What follows belongs to an exercise in optimizing a design on an open flow for small area, a short achievable clock period and few clock cycles; a production flow would make more cautious choices. At most, simulation tests tie the RTL to the original design; equivalence was not proved. Only the layout flow was run in run 2; the RTL was not checked for function there. Power and IR drop assume default switching activity.

==> flow/design.v (outline; a module is shown in full before it is edited, if it fits) <==
// module dct_top: 104 lines
// module dctn_sign1: 14 lines
// module dctn_pass1: 1170 lines
// module dctn_pass2: 1133 lines
// module dctn_bk17: 75 lines
// module dctn_bk18: 80 lines
module dct_top(data_in, clk, rst, dct_en, approx_en, data_out, dct_done);
  // ...
==> flow/flow/run.sh <==
#!/bin/bash
# The standard layout (the standard.sh) with three changes:
#  - the port buffers are buf_2 cells instead of the delay buffers that
#    buffer_ports picks itself;
#  - the output pins of each accumulator bit are grouped (flow/io.tcl);
#  - after the standard synthesis, flow/fixinv.py removes inverters between
#    full adders by choosing each full adder's polarity (a full adder is
#    self-dual); registers and all other cells stay as synthesized.
set -euo pipefail
export BUFFER_PORTS_ARGS="-buffer_cell sky130_fd_sc_hd__buf_2"
export IO_CONSTRAINTS=$PWD/flow/io.tcl
NET=$PWD/orfs/results/sky130hd/dct_top/base/1_2_yosys.v
bash standard.sh "$NET" > synth.log 2>&1
python3 flow/fixinv.py "$NET" "$NET.fixed" > fixinv.log 2>&1
cp "$NET" "$NET.orig"
mv "$NET.fixed" "$NET"
bash standard.sh > standard.log 2>&1
==> flow/flow/fixinv.py <==
#!/usr/bin/env python3
"""Polarity optimisation of a sky130 gate netlist written by Yosys.

A full adder is self-dual: fa(~a, ~b, ~c) = (~sum, ~cout). The adder
extraction of the synthesis leaves inverters between many full adders; this
script chooses, for each full adder, whether it computes its function on
complemented inputs and outputs, so that as few nets as possible need an
inverter, then rebuilds the inverters. Registers and all other cells are left
as they are.

Usage: fixinv.py IN.v OUT.v
"""
import re
import sys
import random
from collections import defaultdict

OUTPINS = {'X', 'Y', 'Q', 'Q_N', 'SUM', 'COUT', 'HI', 'LO'}
INV_RE = re.compile(r'^sky130_fd_sc_hd__(inv|clkinv)_\d+$')
FA_RE = re.compile(r'^sky130_fd_sc_hd__fa_\d+$')


def parse(text):
    m = re.search(r'^module\s+(\w+)\s*\((.*?)\);', text, re.S | re.M)
    start = m.start()
    body_start = m.end()
    end = text.rindex('endmodule')
    body = text[body_start:end]
    cell_re = re.compile(r'^\s*(sky130_fd_sc_hd__\w+)\s+(\S+)\s*\((.*?)\);\s*$', re.S | re.M)
    cells = []
    for cm in cell_re.finditer(body):
        typ, name, pins = cm.group(1), cm.group(2), cm.group(3)
        conns = []
        for pm in re.finditer(r'\.(\w+)\(\s*((?:\\\S+\s)|[^()]*?)\s*\)', pins):
            conns.append([pm.group(1), pm.group(2).strip()])
        cells.append([typ, name, conns])
    decl = cell_re.sub('', body)
    ports = set()
    for line in decl.split('\n'):
        mm = re.match(r'\s*(input|output)\s+(\[(\d+):(\d+)\]\s+)?(\S+);', line)
        if mm:
            nm = mm.group(5)
            if mm.group(2):
                hi, lo = int(mm.group(3)), int(mm.group(4))
                for b in range(min(hi, lo), max(hi, lo) + 1):
                    ports.add(('%s' % mm.group(1), '%s[%d]' % (nm, b)))
            else:
                ports.add((mm.group(1), nm))
    return text[:body_start], decl, cells, text[end:], ports


def main():
    text = open(sys.argv[1]).read()
    head, decl, cells, tail, ports = parse(text)
    inports = {n for d, n in ports if d == 'input'}
    outports = {n for d, n in ports if d == 'output'}

    driver = {}            # net -> (cell index, pin)
    sinks = defaultdict(list)  # net -> [(cell index, pin index)]
    for ci, (typ, name, conns) in enumerate(cells):
        for pi, (pin, net) in enumerate(conns):
            if pin in OUTPINS:
                driver[net] = (ci, pin)
            else:
                sinks[net].append((ci, pi))
    isinv = [bool(INV_RE.match(c[0])) for c in cells]
    isfa = [bool(FA_RE.match(c[0])) for c in cells]
    # inverters and adders that drive ports stay as they are
    for ci, (typ, name, conns) in enumerate(cells):
        for pin, net in conns:
            if pin in OUTPINS and net in outports:
                isinv[ci] = False
                isfa[ci] = False

    def inv_io(ci):
        d = dict(cells[ci][2])
        return d['A'], d['Y']

    roots = [n for n in set(list(driver) + list(inports)) if not (n in driver and isinv[driver[n][0]])]
    groups = {}
    removable = set()
    invsize = {}
    for r in roots:
        invsize[r] = 1
        sl = []
        stack = [(r, 0)]
        seen = set()
        while stack:
            n, q = stack.pop()
            if n in seen:
                continue
            seen.add(n)
            for ci, pi in sinks.get(n, []):
                if isinv[ci]:
                    removable.add(ci)
                    invsize[r] = max(invsize[r], int(cells[ci][0].rsplit('_', 1)[1]))
                    a, y = inv_io(ci)
                    stack.append((y, q ^ 1))
                else:
                    sl.append((ci, pi, q))
        groups[r] = sl

    flip = [0] * len(cells)

    def drv_flip(r):
        if r in driver and isfa[driver[r][0]]:
            return flip[driver[r][0]]
        return 0

    def need_of(r):
        fd = drv_flip(r)
        return [(ci, pi) for ci, pi, q in groups[r] if q ^ fd ^ (flip[ci] if isfa[ci] else 0)]

    def cost_root(r):
        fd = drv_flip(r)
        for ci, pi, q in groups[r]:
            if q ^ fd ^ (flip[ci] if isfa[ci] else 0):
                return 1
        return 0

    touch = defaultdict(set)
    for r, sl in groups.items():
        if r in driver and isfa[driver[r][0]]:
            touch[driver[r][0]].add(r)
        for ci, pi, q in sl:
            if isfa[ci]:
                touch[ci].add(r)
    total = sum(cost_root(r) for r in groups)
    before = total
    fas = [ci for ci in range(len(cells)) if isfa[ci]]
    improved = True
    rounds = 0
    while improved and rounds < 50:
        improved = False
        rounds += 1
        random.shuffle(fas)
        for ci in fas:
            rs = touch[ci]
            c0 = sum(cost_root(r) for r in rs)
            flip[ci] ^= 1
            c1 = sum(cost_root(r) for r in rs)
            if c1 < c0:
                total += c1 - c0
                improved = True
            else:
                flip[ci] ^= 1
    # annealing
    import math
    T = 2.0
    for it in range(200000):
        ci = random.choice(fas)
        rs = touch[ci]
        c0 = sum(cost_root(r) for r in rs)
        flip[ci] ^= 1
        c1 = sum(cost_root(r) for r in rs)
        d = c1 - c0
        if d <= 0 or random.random() < math.exp(-d / T):
            total += d
        else:
            flip[ci] ^= 1
        T = max(0.05, 2.0 * (1 - it / 180000))
    sys.stderr.write('inverters: %d (removable %d) -> %d nets inverted, %d adders flipped\n'
                     % (sum(1 for c in cells if INV_RE.match(c[0])), len(removable), total, sum(flip)))
    if len(sys.argv) < 3:
        return
    keepcells = [ci for ci in range(len(cells)) if not (ci in removable)]

    extra = []
    ninv = 0
    needs = {r: set(need_of(r)) for r in groups}
    # the outputs of flipped adders carry the complement: give them new names
    rename = {}
    for ci in range(len(cells)):
        if isfa[ci] and flip[ci]:
            for pc in cells[ci][2]:
                if pc[0] in OUTPINS:
                    old = pc[1]
                    new = 'fixinv_c%d' % len(rename)
                    rename[old] = new
                    pc[1] = new
    extra_c = list(rename.values())
    for r0 in groups:
        need = needs[r0]
        r = rename.get(r0, r0)
        for ci, pi, q in groups[r0]:
            if (ci, pi) not in need:
                cells[ci][2][pi][1] = r
        if need:
            nn = 'fixinv_n%d' % ninv
            k = len(need)
            size = 1 if k <= 3 else (2 if k <= 6 else (4 if k <= 12 else 8))
            size = max(size, min(invsize[r0], 8))
            if size not in (1, 2, 4, 6, 8):
                size = 8
            cells.append(['sky130_fd_sc_hd__inv_%d' % size, 'fixinv_i%d' % ninv, [['A', r], ['Y', nn]]])
            keepcells.append(len(cells) - 1)
            extra.append(nn)
            ninv += 1
            for ci, pi in need:
                cells[ci][2][pi][1] = nn
    out = [head.rstrip('\n'), decl.rstrip()]
    for w in extra + extra_c:
        out.append('  wire %s;' % w)
    for ci in keepcells:
        typ, name, conns = cells[ci]
        pins = ',\n'.join('    .%s(%s%s)' % (p, n, ' ' if n.startswith('\\') else '') for p, n in conns)
        out.append('  %s %s (\n%s\n  );' % (typ, name, pins))
    out.append(tail)
    open(sys.argv[2], 'w').write('\n'.join(out))
    sys.stderr.write('inverters now %d\n' % sum(1 for ci in keepcells if INV_RE.match(cells[ci][0])))


if __name__ == '__main__':
    random.seed(1)
    main()
==> flow/standard.sh <==
#!/bin/bash
# synth_recipe.tcl (not shown) runs the flow's synth.tcl, then flattens the netlist and writes it again
# the make line also repeats each setting of config.mk as NAME=value (left out here)
make -C /OpenROAD-flow-scripts/flow DESIGN_CONFIG=/design/flow/config.mk WORK_HOME=/design/flow/orfs CLKGATE_MAP_FILE= SYNTH_SCRIPT=/design/flow/synth_recipe.tcl "${@:-finish}"
==> flow/config.mk <==
export PLATFORM = sky130hd
export DESIGN_NAME = dct_top
export DESIGN_NICKNAME = dct_top
export VERILOG_FILES = /design/flow/design.v
export SDC_FILE = /design/flow/constraint.sdc
export NUM_CORES = 8
export LEC_CHECK = 0
export ABC_CLOCK_PERIOD_IN_PS = 4500
export CAP_MARGIN = 20
export CORE_MARGIN = 2
export CORE_UTILIZATION = 60
export CTS_CLUSTER_DIAMETER = 80
export CTS_CLUSTER_SIZE = 30
export SLEW_MARGIN = 20
==> flow/constraint.sdc <==
create_clock -name core_clock -period 15.0 [get_ports {clk}]
set_input_delay 3.0000 -clock core_clock [delete_from_list [all_inputs] [get_ports {clk}]]
set_output_delay 3.0000 -clock core_clock [all_outputs]
set_load 0.01 [all_outputs]
Not shown: flow/flow/io.tcl
==> reports/results.ini, run 1 <==
[pwr]
power_mw=18.59
p_seq_share_pct=43.2
clkPwrFrac_pct=11.3
p_switching_mw=7.390
sw_frac_of_total_pct=39.76

[critical_path]
critPathRequiredTime_ns=12.00
cp_cell_sequence=buf_2
rr_endpoint=p1.p1_r47
critPathTopFamily=flip-flops
cp.depth=1
max_stage_delay_ns=0.48

[clock_network]
cts.root.buffer_cell=clkbuf_16
postCtsSetupBuffers=0

[sta]
max_freq_mhz=222.9
layout_min_cycle_time_ns=4.486
setup_viol=0
fin_crit_sh_pct=29.91

[finish]
final_common_cell=dfxtp_1
seq_cells=1512
fillers=7691
seq_share_pct=53.89
multiInputGateArea_um2=23110
multi_input_area_share_pct=33.34
diodes=1
final_cell_mix=dfxtp_1 (789), buf_2 (773), edfxtp_1 (704)

[yosys]
yosys_warnings=4

[hold_path]
hold_path_startpoint=g_ring[4].lo[40]
whs_endpoint=g_ring[4].lo[47]
hold_class=reg2reg

[place]
place_inst=6453

[run]
cap_violations=0

[floorplanning]
tapCellCount=1380
io_pins=774

[global_routing]
grt_max_degree=90

[route]
vias_per_cell=5.661
drt-met1-wl_um=69980

[outcome]
status=no timing/DRC/antenna violations

Testbench counts, summed over its fixed seeds: cycles 6,724.
==> run 2: changes to the inputs <==
--- a/flow/design.v
+++ b/flow/design.v
@@ -120,216 +120,213 @@
 	wire [7:0] x0 = x[7:0];
 	wire [7:0] x1 = x[15:8];
 	wire [7:0] x2 = x[23:16];
 	wire [7:0] x3 = x[31:24];
 	wire [7:0] x4 = x[39:32];
 	wire [7:0] x5 = x[47:40];
 	wire [7:0] x6 = x[55:48];
 	wire [7:0] x7 = x[63:56];
-	reg p1_s0;
-	reg p1_s1;
-	reg p1_s2;
-	reg p1_s3;
-	reg p1_s4;
-	reg p1_s5;
-	reg p1_s6;
-	reg p1_s7;
-	reg p1_s8;
-	reg p1_s9;
-	reg p1_s10;
-	reg p1_s11;
-	reg p1_s12;
-	reg p1_s13;
-	reg p1_s14;
-	reg p1_s15;
-	reg p1_s16;
-	reg p1_s17;
-	reg p1_s18;
-	reg p1_s19;
-	reg p1_s20;
-	reg p1_s21;
-	reg p1_s22;
-	reg p1_s23;
-	reg p1_s24;
-	reg p1_s25;
-	reg p1_s26;
-	reg p1_s27;
-	reg p1_s28;
-	reg p1_s29;
-	reg p1_s30;
-	reg p1_s31;
-	reg p1_s32;
-	reg p1_s33;
-	reg p1_s34;
-	reg p1_s35;
-	reg p1_s36;
-	reg p1_s37;
-	reg p1_s38;
-	reg p1_s39;
-	reg p1_s40;
-	reg p1_s41;
-	reg p1_s42;
-	reg p1_s43;
-	reg p1_s44;
-	reg p1_s45;
-	reg p1_s46;
-	reg p1_s47;
-	reg p1_s48;
-	reg p1_s49;
-	reg p1_s50;
-	reg p1_s51;
-	reg p1_s52;
-	reg p1_s53;
-	reg p1_s54;
-	reg p1_s55;
-	reg p1_s56;
-	reg p1_s57;
-	reg p1_s58;
-	reg p1_s59;
-	reg p1_s60;
-	reg p1_s61;
-	reg p1_s62;
-	reg p1_s63;
-	reg p1_s64;
-	reg p1_s65;
-	reg p1_s66;
-	reg p1_s67;
-	reg p1_s68;
-	reg p1_s69;
-	reg p1_s70;
-	reg p1_s71;
-	reg p1_s72;
-	reg p1_s73;
-	reg p1_s74;
-	reg p1_s75;
-	reg p1_s76;
-	reg p1_s77;
-	reg p1_s78;
-	reg p1_s79;
-	reg p1_s80;
-	reg p1_s81;
-	reg p1_s82;
-	reg p1_s83;
-	reg p1_s84;
-	reg p1_s85;
-	reg p1_s86;
-	reg p1_s87;
-	reg p1_s88;
-	reg p1_s89;
-	reg p1_s90;
-	reg p1_s91;
-	reg p1_s92;
-	reg p1_s93;
-	reg p1_s94;
-	reg p1_s95;
-	reg p1_s96;
-	reg p1_s97;
-	reg p1_s98;
+	reg p1_ap;
+	reg p1_j0;
+	reg p1_j1;
+	reg p1_j2;
+	reg p1_j3;
+	reg p1_j4;
+	reg p1_j5;
+	reg p1_j6;
+	reg p1_j7;
+	reg p1_j8;
+	reg p1_j9;
+	reg p1_j10;
+	reg p1_j11;
+	reg p1_j12;
+	reg p1_j13;
+	reg p1_j14;
+	reg p1_j15;
+	reg p1_j16;
+	reg p1_j17;
+	reg p1_j18;
+	reg p1_j19;
+	reg p1_j20;
+	reg p1_j21;
+	reg p1_j22;
+	reg p1_j23;
+	reg p1_j24;
+	reg p1_j25;
+	reg p1_j26;
+	reg p1_j27;
+	reg p1_j28;
+	reg p1_j29;
+	reg p1_j30;
+	reg p1_j31;
+	reg p1_j32;
+	reg p1_j33;
+	reg p1_j34;
+	reg p1_j35;
+	reg p1_j36;
+	reg p1_j37;
+	reg p1_j38;
+	reg p1_j39;
+	reg p1_j40;
+	reg p1_j41;
+	reg p1_j42;
+	reg p1_j43;
+	reg p1_j44;
+	reg p1_j45;
+	reg p1_j46;
 	always @(posedge clk) begin
-		p1_s0 <= s1n[0] | s1n[4];
-		p1_s1 <= s1n[0] | s1n[4] | s1n[5] | s1n[7];
-		p1_s2 <= s1n[2];
-		p1_s3 <= s1n[0] | s1n[3] | s1n[4] | s1n[7];
-		p1_s4 <= s1n[6];
-		p1_s5 <= s1n[0] | s1n[1] | s1n[4] | s1n[5];
-		p1_s6 <= s1n[0] | s1n[1] | s1n[3] | s1n[4];
-		p1_s7 <= s1n[4];
-		p1_s8 <= s1n[1] | s1n[2] | s1n[3] | s1n[5] | s1n[6] | s1n[7];
-		p1_s9 <= s1n[0] | s1n[4] | s1n[6] | s1n[7];
-		p1_s10 <= s1n[3];
-		p1_s11 <= s1n[0] | s1n[2] | s1n[3] | s1n[4];
-		p1_s12 <= s1n[1];
-		p1_s13 <= s1n[0] | s1n[2] | s1n[4] | s1n[5];
-		p1_s14 <= s1n[7];
-		p1_s15 <= s1n[0] | s1n[1] | s1n[4] | s1n[6];
-		p1_s16 <= s1n[5];
-		p1_s17 <= s1n[8] | s1n[12];
-		p1_s18 <= s1n[0] | s1n[4] | s1n[8] | s1n[12];
-		p1_s19 <= s1n[1] | s1n[2] | s1n[3] | s1n[4] | s1n[5] | s1n[6] | s1n[7];
-		p1_s20 <= s1n[0] | s1n[4] | s1n[5];
-		p1_s21 <= s1n[0] | s1n[4] | s1n[7];
-		p1_s22 <= s1n[0] | s1n[1] | s1n[4];
-		p1_s23 <= s1n[0] | s1n[3] | s1n[4];
-		p1_s24 <= s1n[1] | s1n[5] | s1n[6] | s1n[9] | s1n[13] | s1n[14];
-		p1_s25 <= s1n[15];
-		p1_s26 <= s1n[0] | s1n[4] | s1n[5] | s1n[7] | s1n[13] | s1n[15];
-		p1_s27 <= s1n[2] | s1n[10];
-		p1_s28 <= s1n[0] | s1n[4] | s1n[6] | s1n[7] | s1n[8] | s1n[12] | s1n[13] | s1n[14];
-		p1_s29 <= s1n[3] | s1n[10] | s1n[11];
-		p1_s30 <= s1n[9];
-		p1_s31 <= s1n[1] | s1n[2] | s1n[3] | s1n[8] | s1n[9] | s1n[12] | s1n[14] | s1n[15];
-		p1_s32 <= s1n[0] | s1n[4] | s1n[5] | s1n[13];
-		p1_s33 <= s1n[10] | s1n[11];
-		p1_s34 <= s1n[6] | s1n[9];
-		p1_s35 <= s1n[13];
-		p1_s36 <= s1n[6] | s1n[8] | s1n[12] | s1n[15];
-		p1_s37 <= s1n[0] | s1n[3] | s1n[4] | s1n[7] | s1n[11];
-		p1_s38 <= s1n[14];
-		p1_s39 <= s1n[0] | s1n[2] | s1n[3] | s1n[4] | s1n[10] | s1n[15];
-		p1_s40 <= s1n[1] | s1n[9];
-		p1_s41 <= s1n[0] | s1n[4] | s1n[7] | s1n[8] | s1n[12] | s1n[15];
-		p1_s42 <= s1n[2] | s1n[11];
-		p1_s43 <= s1n[0] | s1n[1] | s1n[4] | s1n[5] | s1n[9] | s1n[13];
-		p1_s44 <= s1n[6] | s1n[14];
-		p1_s45 <= s1n[0] | s1n[2] | s1n[4] | s1n[5] | s1n[9] | s1n[10];
-		p1_s46 <= s1n[7] | s1n[15];
-		p1_s47 <= s1n[0] | s1n[1] | s1n[4] | s1n[8] | s1n[9] | s1n[12];
-		p1_s48 <= s1n[1] | s1n[2] | s1n[3] | s1n[9] | s1n[10] | s1n[11];
-		p1_s49 <= s1n[0] | s1n[1] | s1n[3] | s1n[4] | s1n[9] | s1n[11];
-		p1_s50 <= s1n[0] | s1n[1] | s1n[4] | s1n[6] | s1n[8] | s1n[11] | s1n[12] | s1n[14];
-		p1_s51 <= s1n[9] | s1n[13];
-		p1_s52 <= s1n[0] | s1n[3] | s1n[4] | s1n[8] | s1n[11] | s1n[12] | s1n[14];
-		p1_s53 <= s1n[3] | s1n[6] | s1n[7] | s1n[11] | s1n[14] | s1n[15];
-		p1_s54 <= s1n[5] | s1n[10] | s1n[13];
-		p1_s55 <= s1n[2] | s1n[5] | s1n[7] | s1n[10] | s1n[11] | s1n[13] | s1n[15];
-		p1_s56 <= s1n[0] | s1n[3] | s1n[4] | s1n[7] | s1n[11] | s1n[15];
-		p1_s57 <= s1n[0] | s1n[2] | s1n[3] | s1n[4] | s1n[8] | s1n[10] | s1n[12] | s1n[15];
-		p1_s58 <= s1n[1] | s1n[9] | s1n[14];
-		p1_s59 <= s1n[0] | s1n[4] | s1n[7] | s1n[8] | s1n[10] | s1n[12] | s1n[15];
-		p1_s60 <= s1n[14] | s1n[15];
-		p1_s61 <= s1n[0] | s1n[4] | s1n[6] | s1n[7] | s1n[13] | s1n[14];
-		p1_s62 <= s1n[3] | s1n[11];
-		p1_s63 <= s1n[0] | s1n[4] | s1n[5] | s1n[8] | s1n[12] | s1n[13];
-		p1_s64 <= s1n[6] | s1n[14] | s1n[15];
-		p1_s65 <= s1n[5] | s1n[13];
-		p1_s66 <= s1n[0] | s1n[4] | s1n[5] | s1n[7] | s1n[8] | s1n[12] | s1n[13] | s1n[15];
-		p1_s67 <= s1n[1] | s1n[6] | s1n[9] | s1n[14];
-		p1_s68 <= s1n[0] | s1n[4] | s1n[6] | s1n[7] | s1n[14] | s1n[15];
-		p1_s69 <= s1n[0] | s1n[4] | s1n[5] | s1n[8] | s1n[12] | s1n[13] | s1n[14];
-		p1_s70 <= s1n[2] | s1n[3] | s1n[10] | s1n[11];
-		p1_s71 <= s1n[0] | s1n[3] | s1n[4] | s1n[7] | s1n[8] | s1n[11] | s1n[12] | s1n[15];
-		p1_s72 <= s1n[1] | s1n[2] | s1n[3] | s1n[8] | s1n[9] | s1n[10] | s1n[11] | s1n[12];
-		p1_s73 <= s1n[0] | s1n[1] | s1n[4] | s1n[5] | s1n[8] | s1n[9] | s1n[12] | s1n[13];
-		p1_s74 <= s1n[2] | s1n[8] | s1n[10] | s1n[11] | s1n[12];
-		p1_s75 <= s1n[0] | s1n[1] | s1n[4] | s1n[8] | s1n[9] | s1n[10] | s1n[12];
-		p1_s76 <= s1n[5] | s1n[6] | s1n[13] | s1n[14];
-		p1_s77 <= s1n[1] | s1n[2] | s1n[3] | s1n[5] | s1n[6] | s1n[7] | s1n[14] | s1n[15];
-		p1_s78 <= s1n[0] | s1n[1] | s1n[3] | s1n[4] | s1n[8] | s1n[9] | s1n[11] | s1n[12];
-		p1_s79 <= s1n[2] | s1n[8] | s1n[10] | s1n[12] | s1n[13];
-		p1_s80 <= s1n[0] | s1n[1] | s1n[4] | s1n[6] | s1n[9] | s1n[14];
-		p1_s81 <= s1n[2] | s1n[5] | s1n[7] | s1n[10] | s1n[13] | s1n[15];
-		p1_s82 <= s1n[6] | s1n[8] | s1n[9] | s1n[12] | s1n[14];
-		p1_s83 <= s1n[0] | s1n[2] | s1n[4] | s1n[5] | s1n[10] | s1n[13];
-		p1_s84 <= s1n[6] | s1n[8] | s1n[12] | s1n[14] | s1n[15];
-		p1_s85 <= s1n[0] | s1n[4] | s1n[6] | s1n[7] | s1n[8] | s1n[12] | s1n[14] | s1n[15];
-		p1_s86 <= s1n[2] | s1n[7] | s1n[10] | s1n[15];
-		p1_s87 <= s1n[2] | s1n[5] | s1n[10] | s1n[13];
-		p1_s88 <= s1n[0] | s1n[2] | s1n[3] | s1n[4] | s1n[8] | s1n[10] | s1n[11] | s1n[12];
-		p1_s89 <= s1n[0] | s1n[2] | s1n[4] | s1n[5] | s1n[8] | s1n[10] | s1n[12] | s1n[13];
-		p1_s90 <= s1n[0] | s1n[1] | s1n[4] | s1n[6] | s1n[8] | s1n[9] | s1n[12] | s1n[14];
-		p1_s91 <= s1n[0] | s1n[3] | s1n[4] | s1n[8] | s1n[11] | s1n[12];
-		p1_s92 <= s1n[6] | s1n[8] | s1n[12] | s1n[14];
-		p1_s93 <= s1n[2] | s1n[8] | s1n[10] | s1n[12];
-		p1_s94 <= s1n[3] | s1n[9] | s1n[11];
-		p1_s95 <= s1n[0] | s1n[2] | s1n[4] | s1n[8] | s1n[10] | s1n[12];
-		p1_s96 <= s1n[1] | s1n[2] | s1n[10];
-		p1_s97 <= s1n[6] | s1n[7] | s1n[14] | s1n[15];
-		p1_s98 <= s1n[3] | s1n[6] | s1n[11] | s1n[14];
+		p1_ap <= s1n[8] | s1n[9] | s1n[10] | s1n[11] | s1n[12] | s1n[13] | s1n[14] | s1n[15];
+		p1_j0 <= s1n[0] | s1n[8] | s1n[4] | s1n[12];
+		p1_j1 <= s1n[0] | s1n[8] | s1n[4] | s1n[12] | s1n[5] | s1n[13] | s1n[7] | s1n[15];
+		p1_j2 <= s1n[2] | s1n[10];
+		p1_j3 <= s1n[0] | s1n[8] | s1n[3] | s1n[11] | s1n[4] | s1n[12] | s1n[7] | s1n[15];
+		p1_j4 <= s1n[6] | s1n[14];
+		p1_j5 <= s1n[0] | s1n[8] | s1n[1] | s1n[9] | s1n[4] | s1n[12] | s1n[5] | s1n[13];
+		p1_j6 <= s1n[0] | s1n[8] | s1n[1] | s1n[9] | s1n[3] | s1n[11] | s1n[4] | s1n[12];
+		p1_j7 <= s1n[4] | s1n[12];
+		p1_j8 <= s1n[1] | s1n[9] | s1n[2] | s1n[10] | s1n[3] | s1n[11] | s1n[5] | s1n[13] | s1n[6] | s1n[14] | s1n[7] | s1n[15];
+		p1_j9 <= s1n[0] | s1n[8] | s1n[4] | s1n[12] | s1n[6] | s1n[14] | s1n[7] | s1n[15];
+		p1_j10 <= s1n[3] | s1n[11];
+		p1_j11 <= s1n[0] | s1n[8] | s1n[2] | s1n[10] | s1n[3] | s1n[11] | s1n[4] | s1n[12];
+		p1_j12 <= s1n[1] | s1n[9];
+		p1_j13 <= s1n[0] | s1n[8] | s1n[2] | s1n[10] | s1n[4] | s1n[12] | s1n[5] | s1n[13];
+		p1_j14 <= s1n[7] | s1n[15];
+		p1_j15 <= s1n[0] | s1n[8] | s1n[1] | s1n[9] | s1n[4] | s1n[12] | s1n[6] | s1n[14];
+		p1_j16 <= s1n[5] | s1n[13];
+		p1_j17 <= s1n[1] | s1n[9] | s1n[2] | s1n[10] | s1n[3] | s1n[11] | s1n[4] | s1n[12] | s1n[5] | s1n[13] | s1n[6] | s1n[14] | s1n[7] | s1n[15];
+		p1_j18 <= s1n[0] | s1n[8] | s1n[4] | s1n[12] | s1n[5] | s1n[13];
+		p1_j19 <= s1n[0] | s1n[8] | s1n[4] | s1n[12] | s1n[7] | s1n[15];
+		p1_j20 <= s1n[0] | s1n[8] | s1n[1] | s1n[9] | s1n[4] | s1n[12];
+		p1_j21 <= s1n[0] | s1n[8] | s1n[3] | s1n[11] | s1n[4] | s1n[12];
+		p1_j22 <= s1n[1] | s1n[9] | s1n[5] | s1n[13] | s1n[6] | s1n[14];
+		p1_j23 <= s1n[5] | s1n[13] | s1n[7] | s1n[15];
+		p1_j24 <= s1n[0] | s1n[8] | s1n[4] | s1n[12] | s1n[5] | s1n[13] | s1n[6] | s1n[14];
+		p1_j25 <= s1n[2] | s1n[10] | s1n[3] | s1n[11];
+		p1_j26 <= s1n[1] | s1n[9] | s1n[2] | s1n[10] | s1n[3] | s1n[11];
+		p1_j27 <= s1n[0] | s1n[8] | s1n[1] | s1n[9] | s1n[4] | s1n[12] | s1n[6] | s1n[14] | s1n[7] | s1n[15];
+		p1_j28 <= s1n[2] | s1n[10] | s1n[7] | s1n[15];
+		p1_j29 <= s1n[1] | s1n[9] | s1n[5] | s1n[13];
+		p1_j30 <= s1n[1] | s1n[9] | s1n[2] | s1n[10];
+		p1_j31 <= s1n[1] | s1n[9] | s1n[3] | s1n[11];
+		p1_j32 <= s1n[0] | s1n[8] | s1n[3] | s1n[11] | s1n[4] | s1n[12] | s1n[6] | s1n[14];
+		p1_j33 <= s1n[3] | s1n[11] | s1n[6] | s1n[14] | s1n[7] | s1n[15];
+		p1_j34 <= s1n[2] | s1n[10] | s1n[5] | s1n[13];
+		p1_j35 <= s1n[2] | s1n[10] | s1n[5] | s1n[13] | s1n[7] | s1n[15];
+		p1_j36 <= s1n[2] | s1n[10] | s1n[3] | s1n[11] | s1n[5] | s1n[13] | s1n[7] | s1n[15];
+		p1_j37 <= s1n[3] | s1n[11] | s1n[7] | s1n[15];
+		p1_j38 <= s1n[0] | s1n[8] | s1n[2] | s1n[10] | s1n[4] | s1n[12] | s1n[7] | s1n[15];
+		p1_j39 <= s1n[1] | s1n[9] | s1n[6] | s1n[14];
+		p1_j40 <= s1n[6] | s1n[14] | s1n[7] | s1n[15];
+		p1_j41 <= s1n[5] | s1n[13] | s1n[6] | s1n[14];
+		p1_j42 <= s1n[0] | s1n[8] | s1n[1] | s1n[9] | s1n[2] | s1n[10] | s1n[3] | s1n[11] | s1n[4] | s1n[12];
+		p1_j43 <= s1n[0] | s1n[8] | s1n[1] | s1n[9] | s1n[2] | s1n[10] | s1n[4] | s1n[12];
+		p1_j44 <= s1n[0] | s1n[8] | s1n[4] | s1n[12] | s1n[6] | s1n[14];
+		p1_j45 <= s1n[0] | s1n[8] | s1n[2] | s1n[10] | s1n[4] | s1n[12];
+		p1_j46 <= s1n[3] | s1n[11] | s1n[6] | s1n[14];
 	end
+	wire p1_s0 = ~p1_ap & p1_j0;
+	wire p1_s1 = ~p1_ap & p1_j1;
+	wire p1_s2 = ~p1_ap & p1_j2;
+	wire p1_s3 = ~p1_ap & p1_j3;
+	wire p1_s4 = ~p1_ap & p1_j4;
+	wire p1_s5 = ~p1_ap & p1_j5;
+	wire p1_s6 = ~p1_ap & p1_j6;
+	wire p1_s7 = ~p1_ap & p1_j7;
+	wire p1_s8 = ~p1_ap & p1_j8;
+	wire p1_s9 = ~p1_ap & p1_j9;
+	wire p1_s10 = ~p1_ap & p1_j10;
+	wire p1_s11 = ~p1_ap & p1_j11;
+	wire p1_s12 = ~p1_ap & p1_j12;
+	wire p1_s13 = ~p1_ap & p1_j13;
+	wire p1_s14 = ~p1_ap & p1_j14;
+	wire p1_s15 = ~p1_ap & p1_j15;
+	wire p1_s16 = ~p1_ap & p1_j16;
+	wire p1_s17 = p1_ap & p1_j0;
+	wire p1_s18 = p1_j0;
+	wire p1_s19 = ~p1_ap & p1_j17;
+	wire p1_s20 = ~p1_ap & p1_j18;
+	wire p1_s21 = ~p1_ap & p1_j19;
+	wire p1_s22 = ~p1_ap & p1_j20;
+	wire p1_s23 = ~p1_ap & p1_j21;
+	wire p1_s24 = p1_j22;
+	wire p1_s25 = p1_ap & p1_j14;
+	wire p1_s26 = (~p1_ap & p1_j1) | (p1_ap & p1_j23);
+	wire p1_s27 = p1_j2;
+	wire p1_s28 = (~p1_ap & p1_j9) | (p1_ap & p1_j24);
+	wire p1_s29 = (~p1_ap & p1_j10) | (p1_ap & p1_j25);
+	wire p1_s30 = p1_ap & p1_j12;
+	wire p1_s31 = (~p1_ap & p1_j26) | (p1_ap & p1_j27);
+	wire p1_s32 = (~p1_ap & p1_j18) | (p1_ap & p1_j16);
+	wire p1_s33 = p1_ap & p1_j25;
+	wire p1_s34 = (~p1_ap & p1_j4) | (p1_ap & p1_j12);
+	wire p1_s35 = p1_ap & p1_j16;
+	wire p1_s36 = (~p1_ap & p1_j4) | (p1_ap & p1_j19);
+	wire p1_s37 = (~p1_ap & p1_j3) | (p1_ap & p1_j10);
+	wire p1_s38 = p1_ap & p1_j4;
+	wire p1_s39 = (~p1_ap & p1_j11) | (p1_ap & p1_j28);
+	wire p1_s40 = p1_j12;
+	wire p1_s41 = p1_j19;
+	wire p1_s42 = (~p1_ap & p1_j2) | (p1_ap & p1_j10);
+	wire p1_s43 = (~p1_ap & p1_j5) | (p1_ap & p1_j29);
+	wire p1_s44 = p1_j4;
+	wire p1_s45 = (~p1_ap & p1_j13) | (p1_ap & p1_j30);
+	wire p1_s46 = p1_j14;
+	wire p1_s47 = p1_j20;
+	wire p1_s48 = p1_j26;
+	wire p1_s49 = (~p1_ap & p1_j6) | (p1_ap & p1_j31);
+	wire p1_s50 = (~p1_ap & p1_j15) | (p1_ap & p1_j32);
+	wire p1_s51 = p1_ap & p1_j29;
+	wire p1_s52 = (~p1_ap & p1_j21) | (p1_ap & p1_j32);
+	wire p1_s53 = p1_j33;
+	wire p1_s54 = (~p1_ap & p1_j16) | (p1_ap & p1_j34);
+	wire p1_s55 = (~p1_ap & p1_j35) | (p1_ap & p1_j36);
+	wire p1_s56 = (~p1_ap & p1_j3) | (p1_ap & p1_j37);
+	wire p1_s57 = (~p1_ap & p1_j11) | (p1_ap & p1_j38);
+	wire p1_s58 = (~p1_ap & p1_j12) | (p1_ap & p1_j39);
+	wire p1_s59 = (~p1_ap & p1_j19) | (p1_ap & p1_j38);
+	wire p1_s60 = p1_ap & p1_j40;
+	wire p1_s61 = (~p1_ap & p1_j9) | (p1_ap & p1_j41);
+	wire p1_s62 = p1_j10;
+	wire p1_s63 = p1_j18;
+	wire p1_s64 = (~p1_ap & p1_j4) | (p1_ap & p1_j40);
+	wire p1_s65 = p1_j16;
+	wire p1_s66 = p1_j1;
+	wire p1_s67 = p1_j39;
+	wire p1_s68 = (~p1_ap & p1_j9) | (p1_ap & p1_j40);
+	wire p1_s69 = (~p1_ap & p1_j18) | (p1_ap & p1_j24);
+	wire p1_s70 = p1_j25;
+	wire p1_s71 = p1_j3;
+	wire p1_s72 = (~p1_ap & p1_j26) | (p1_ap & p1_j42);
+	wire p1_s73 = p1_j5;
+	wire p1_s74 = (~p1_ap & p1_j2) | (p1_ap & p1_j11);
+	wire p1_s75 = (~p1_ap & p1_j20) | (p1_ap & p1_j43);
+	wire p1_s76 = p1_j41;
+	wire p1_s77 = (~p1_ap & p1_j8) | (p1_ap & p1_j40);
+	wire p1_s78 = p1_j6;
+	wire p1_s79 = (~p1_ap & p1_j2) | (p1_ap & p1_j13);
+	wire p1_s80 = (~p1_ap & p1_j15) | (p1_ap & p1_j39);
+	wire p1_s81 = p1_j35;
+	wire p1_s82 = (~p1_ap & p1_j4) | (p1_ap & p1_j15);
+	wire p1_s83 = (~p1_ap & p1_j13) | (p1_ap & p1_j34);
+	wire p1_s84 = (~p1_ap & p1_j4) | (p1_ap & p1_j9);
+	wire p1_s85 = p1_j9;
+	wire p1_s86 = p1_j28;
+	wire p1_s87 = p1_j34;
+	wire p1_s88 = p1_j11;
+	wire p1_s89 = p1_j13;
+	wire p1_s90 = p1_j15;
+	wire p1_s91 = p1_j21;
+	wire p1_s92 = (~p1_ap & p1_j4) | (p1_ap & p1_j44);
+	wire p1_s93 = (~p1_ap & p1_j2) | (p1_ap & p1_j45);
+	wire p1_s94 = (~p1_ap & p1_j10) | (p1_ap & p1_j31);
+	wire p1_s95 = p1_j45;
+	wire p1_s96 = (~p1_ap & p1_j30) | (p1_ap & p1_j2);
+	wire p1_s97 = p1_j40;
+	wire p1_s98 = p1_j46;
 	reg p1_r0;
 	reg p1_r1;
 	reg p1_r2;
 	reg p1_r3;
 	reg p1_r4;
 	reg p1_r5;
 	reg p1_r6;
 	reg p1_r7;
==> flow/flow/run.sh (replaced) <==
#!/bin/bash
# The standard layout (the standard.sh) with two changes:
#  - the port buffers are buf_2 cells instead of the delay buffers that
#    buffer_ports picks itself;
#  - after the standard synthesis, flow/fixinv.py removes inverters between
#    full adders by choosing each full adder's polarity (a full adder is
#    self-dual), and drops the buffers that synthesis put between registers
#    and the output ports they drive; registers stay as synthesized.
set -euo pipefail
export BUFFER_PORTS_ARGS="-buffer_cell sky130_fd_sc_hd__buf_2"
NET=$PWD/orfs/results/sky130hd/dct_top/base/1_2_yosys.v
bash standard.sh "$NET" > synth.log 2>&1
python3 flow/fixinv.py "$NET" "$NET.fixed" > fixinv.log 2>&1
cp "$NET" "$NET.orig"
mv "$NET.fixed" "$NET"
bash standard.sh > standard.log 2>&1
--- a/flow/flow/fixinv.py
+++ b/flow/flow/fixinv.py
@@ -49,16 +49,46 @@
     return text[:body_start], decl, cells, text[end:], ports
 
 
 def main():
     text = open(sys.argv[1]).read()
     head, decl, cells, tail, ports = parse(text)
     inports = {n for d, n in ports if d == 'input'}
     outports = {n for d, n in ports if d == 'output'}
+
+    # buffers between a register and an output port (inserted for nets
+    # that are both an output and used inside) are removed: the register
+    # drives the port net directly and the inside loads move onto it
+    BUF_RE = re.compile(r'^sky130_fd_sc_hd__(clk)?buf_\d+$')
+    FF_RE = re.compile(r'^sky130_fd_sc_hd__e?dfxtp_\d+$')
+    drv0 = {}
+    for ci, (typ, name, conns) in enumerate(cells):
+        for pin, net in conns:
+            if pin in OUTPINS:
+                drv0[net] = ci
+    dropped = set()
+    renamed = {}
+    for ci, (typ, name, conns) in enumerate(cells):
+        if not BUF_RE.match(typ):
+            continue
+        d = dict(conns)
+        a, x = d.get('A'), d.get('X')
+        if x in outports and a in drv0 and FF_RE.match(cells[drv0[a]][0]) and a not in outports and a not in renamed:
+            dropped.add(ci)
+            renamed[a] = x
+    if renamed:
+        for ci, (typ, name, conns) in enumerate(cells):
+            if ci in dropped:
+                continue
+            for pc in conns:
+                if pc[1] in renamed:
+                    pc[1] = renamed[pc[1]]
+        cells = [c for ci, c in enumerate(cells) if ci not in dropped]
+    sys.stderr.write('register-to-port buffers removed: %d\n' % len(dropped))
 
     driver = {}            # net -> (cell index, pin)
     sinks = defaultdict(list)  # net -> [(cell index, pin index)]
     for ci, (typ, name, conns) in enumerate(cells):
         for pi, (pin, net) in enumerate(conns):
             if pin in OUTPINS:
                 driver[net] = (ci, pin)
             else:
==> flow/config.mk (replaced) <==
export PLATFORM = sky130hd
export DESIGN_NAME = dct_top
export DESIGN_NICKNAME = dct_top
export VERILOG_FILES = /design/flow/design.v
export SDC_FILE = /design/flow/constraint.sdc
export NUM_CORES = 8
export LEC_CHECK = 0
export ABC_CLOCK_PERIOD_IN_PS = 4500
export CAP_MARGIN = 20
export CORE_MARGIN = 2
export CORE_UTILIZATION = 70
export CTS_CLUSTER_DIAMETER = 80
export CTS_CLUSTER_SIZE = 30
export SLEW_MARGIN = 20
removed: flow/flow/io.tcl
==> reports/results.ini, run 2 <==
[sta]
layout_min_cycle_time_ns=5.007  ; was 4.486 ns
hold_slack_ns=0.3178  ; was 0.3229 ns
fin_crit_sh_pct=33.38  ; was 29.91%
finalMaxSlewViolations=0  ; unchanged
worst_pin_slew_ns=1.175  ; was 1.059 ns
max_freq_mhz=199.7  ; was 222.9 MHz
setup_viol=0  ; unchanged
fin_skew_ns=0.05082  ; was 0.03880 ns
grt_setup_unrepaired=false  ; unchanged
max_slew_margin_pct=20.95  ; was 29.37%
finalHoldViolCount=0  ; unchanged
totalNegativeSetupSlack_ns=0  ; unchanged

[floorplanning]
rows=108  ; was 118
start_util_pct=70.72  ; was 60.67%
dieWidth_um=300.3  ; was 328.0 um
die_area_um2=90170  ; was 107600 um^2
die_h_um=300.3  ; was 328.0 um
fp.coreArea_um2=86890  ; was 103800 um^2
io_pins=774  ; unchanged

[critical_path]
cp.arrival_ns=5.64  ; was 1.49 ns
worstSetupStartpointType=flip-flop  ; unchanged
path_class=reg2reg  ; was reg2out
crit_fanout=91  ; was 3
worstSetupEndpointType=flip-flop  ; was output pin
critPathRequiredTime_ns=15.64  ; was 12.00 ns

[clock_network]
post_cts_resized=0  ; unchanged
cts.sinks=1461  ; was 1512
postCtsHoldBufs=0  ; unchanged
cts.root.buffer_cell=clkbuf_16  ; unchanged
cts_tree=built  ; unchanged
numCtsBuffers=59  ; was 61
postCtsSetupBuffers=0  ; unchanged
clk_path_buf_depth=3  ; unchanged
clock_latency_ns=0.73  ; about the same
ctsHtreeMaxLevel=2  ; unchanged
clkTransAtPathRegs_ns=0.12  ; was 0.11 ns

[yosys]
yosys_warnings=4  ; unchanged
synth.avg_cell_area_um2=13.69  ; was 13.77 um^2
synthCells=4489  ; was 4574
syn_nets=5259  ; was 5342
synth_area_um2=61450  ; was 62970 um^2

[route]
first_iter_violations=5632  ; was 4136
first_pass_iters=8  ; was 10
vias=39020  ; was 37170
drc_errors=0  ; unchanged
wl_per_cell_um=28.03  ; was 25.17 um
vias_per_cell=6.176  ; was 5.661
wl_um=177100  ; was 165300 um
ant_nets=0  ; unchanged

[hold_path]
hold_class=reg2reg  ; unchanged

[global_routing]
grt_max_degree=92  ; was 90
grt_overflow=0  ; unchanged
grt_pass1_vias=38930  ; was 37020
grtUsageTotal_pct=38.98  ; was 30.36%
grt_pass1_wl_um=256300  ; was 242000 um
antenna_found_initial=1  ; was 3

[finish]
drive_gt1_share_pct=19.62  ; was 19.52%
diodes=0  ; was 1
largest_reg_flops=616  ; unchanged
largest_register=g_ring.hi  ; unchanged
nets=5889  ; was 5905
top_regs=g_ring.hi: 616 flops, g_ring.lo: 308 flops  ; unchanged
final_cell_mix=buf_2 (773), dfxtp_1 (734), edfxtp_1 (704)  ; was dfxtp_1 (789), buf_2 (773), edfxtp_1 (704)
areaGrowthSynthToFinish_pct=10.89  ; was 10.09%
final_common_cell=buf_2  ; was dfxtp_1

[pwr]
p_leak_nw=30.52  ; was 31.10 nW
power_density_nw_per_um2=280.5  ; was 268.1 nW/um^2
peakVddDrop_mv=0.2113  ; was 0.2172 mV

[place]
gp_congestion=1.018  ; was 1.011
io_buffer_count=773  ; unchanged
hpwl_um=126400  ; was 124700 um

[outcome]
status=no timing/DRC/antenna violations  ; unchanged

[run]
cap_violations=0  ; unchanged

-- run 2: per-layer routing --
metal | part of all wire (%) | GRT usage (%)
met1 | 37 | 51.27
met2 | 48 | 63.86
met3 | 10 | 8.122
met4 | 5.1 | 16.39
met5 | 0.0068 | 0
-- run 2: through the flow --
step | power (mW) | area (um^2) | util [%] | setup slack (ns) | std cells
finish | 19.12 | 68140 | 78.42 | 9.993 | 6318
global route | 20.31 | 68140 | 78.42 | 9.882 | 6318
CTS | 19.07 | 68070 | 78.34 | 10.12 | 6315
detailed placement | 16.81 | 66160 | 76.14 | 10.13 | 6210
global placement | 16.20 | 66150 | 76.13 | 10.21 | 6210
floorplan | 12.98 | 61450 | - | 10.94 | 4489
-- run 2: cell type report --
cell class	count	area, um^2
flip-flops and latches	1461	36350
multi-input cells	2537	23280
fillers	4946	18750
repair buffers	808	4172
clock buffers	93	1689
well taps	1155	1445
inverters	252	983.4
clock inverters	12	219.0
-- run 2: critical path, cell delays in order (launching register included) --
cell and delay (ns):
dfxtp_4 0.78, buf_4 0.85, mux2i_1 0.34, nand2_1 0.08
o21ai_0 0.10, nand2_1 0.10, fa_1 0.52, fa_1 0.62
fa_1 0.46, fa_1 0.48, fa_1 0.54
-- run 2: where the power goes --
part | switching [mW] | total, mW | internal, mW
registers | 1.42 | 8.06 | 6.64
logic | 5.21 | 9.00 | 3.79
clock network | 1.23 | 2.05 | 0.814
total | 7.87 | 19.1 | 11.2
-- run 2: worst paths after layout --
path,from,cells past startpoint,end,slack (ns)
setup / recovery,p1.p1_ap,10,p1.p1_r41,9.99
hold / removal,g_ring[5].lo[10],0,g_ring[5].lo[17],0.32
setup reg to reg,p1.p1_ap,10,p1.p1_r41,9.99
hold reg to reg,g_ring[5].lo[10],0,g_ring[5].lo[17],0.32

separate check: timing with driven ports:
No port has a modelled driver above. Below, the same layouts with a new extraction and two added sets of constraints. Step 1, drivers: a clkbuf_16 drives clk and a buf_2 each remaining input, both assumed. Step 2 times the ports against the registers' clock, not the clock port: input delays grow and output delays shrink by t, the midpoint of the rising clock arrivals with the driver on. Three values: ideal, step 1, step 2; two values: the first two.
| run | shift t [ns] | setup WS [ns] | latest minus earliest clock arrival (ns) |
|---|---|---|---|
| run 1 | 0.764 | 10.514 / 10.456 / 10.861 | 0.040 / 0.040 |
| run 2 | 0.780 | 9.993 / 9.993 / 9.993 | 0.051 / 0.051 |
After both steps setup and hold are still met in every run listed.
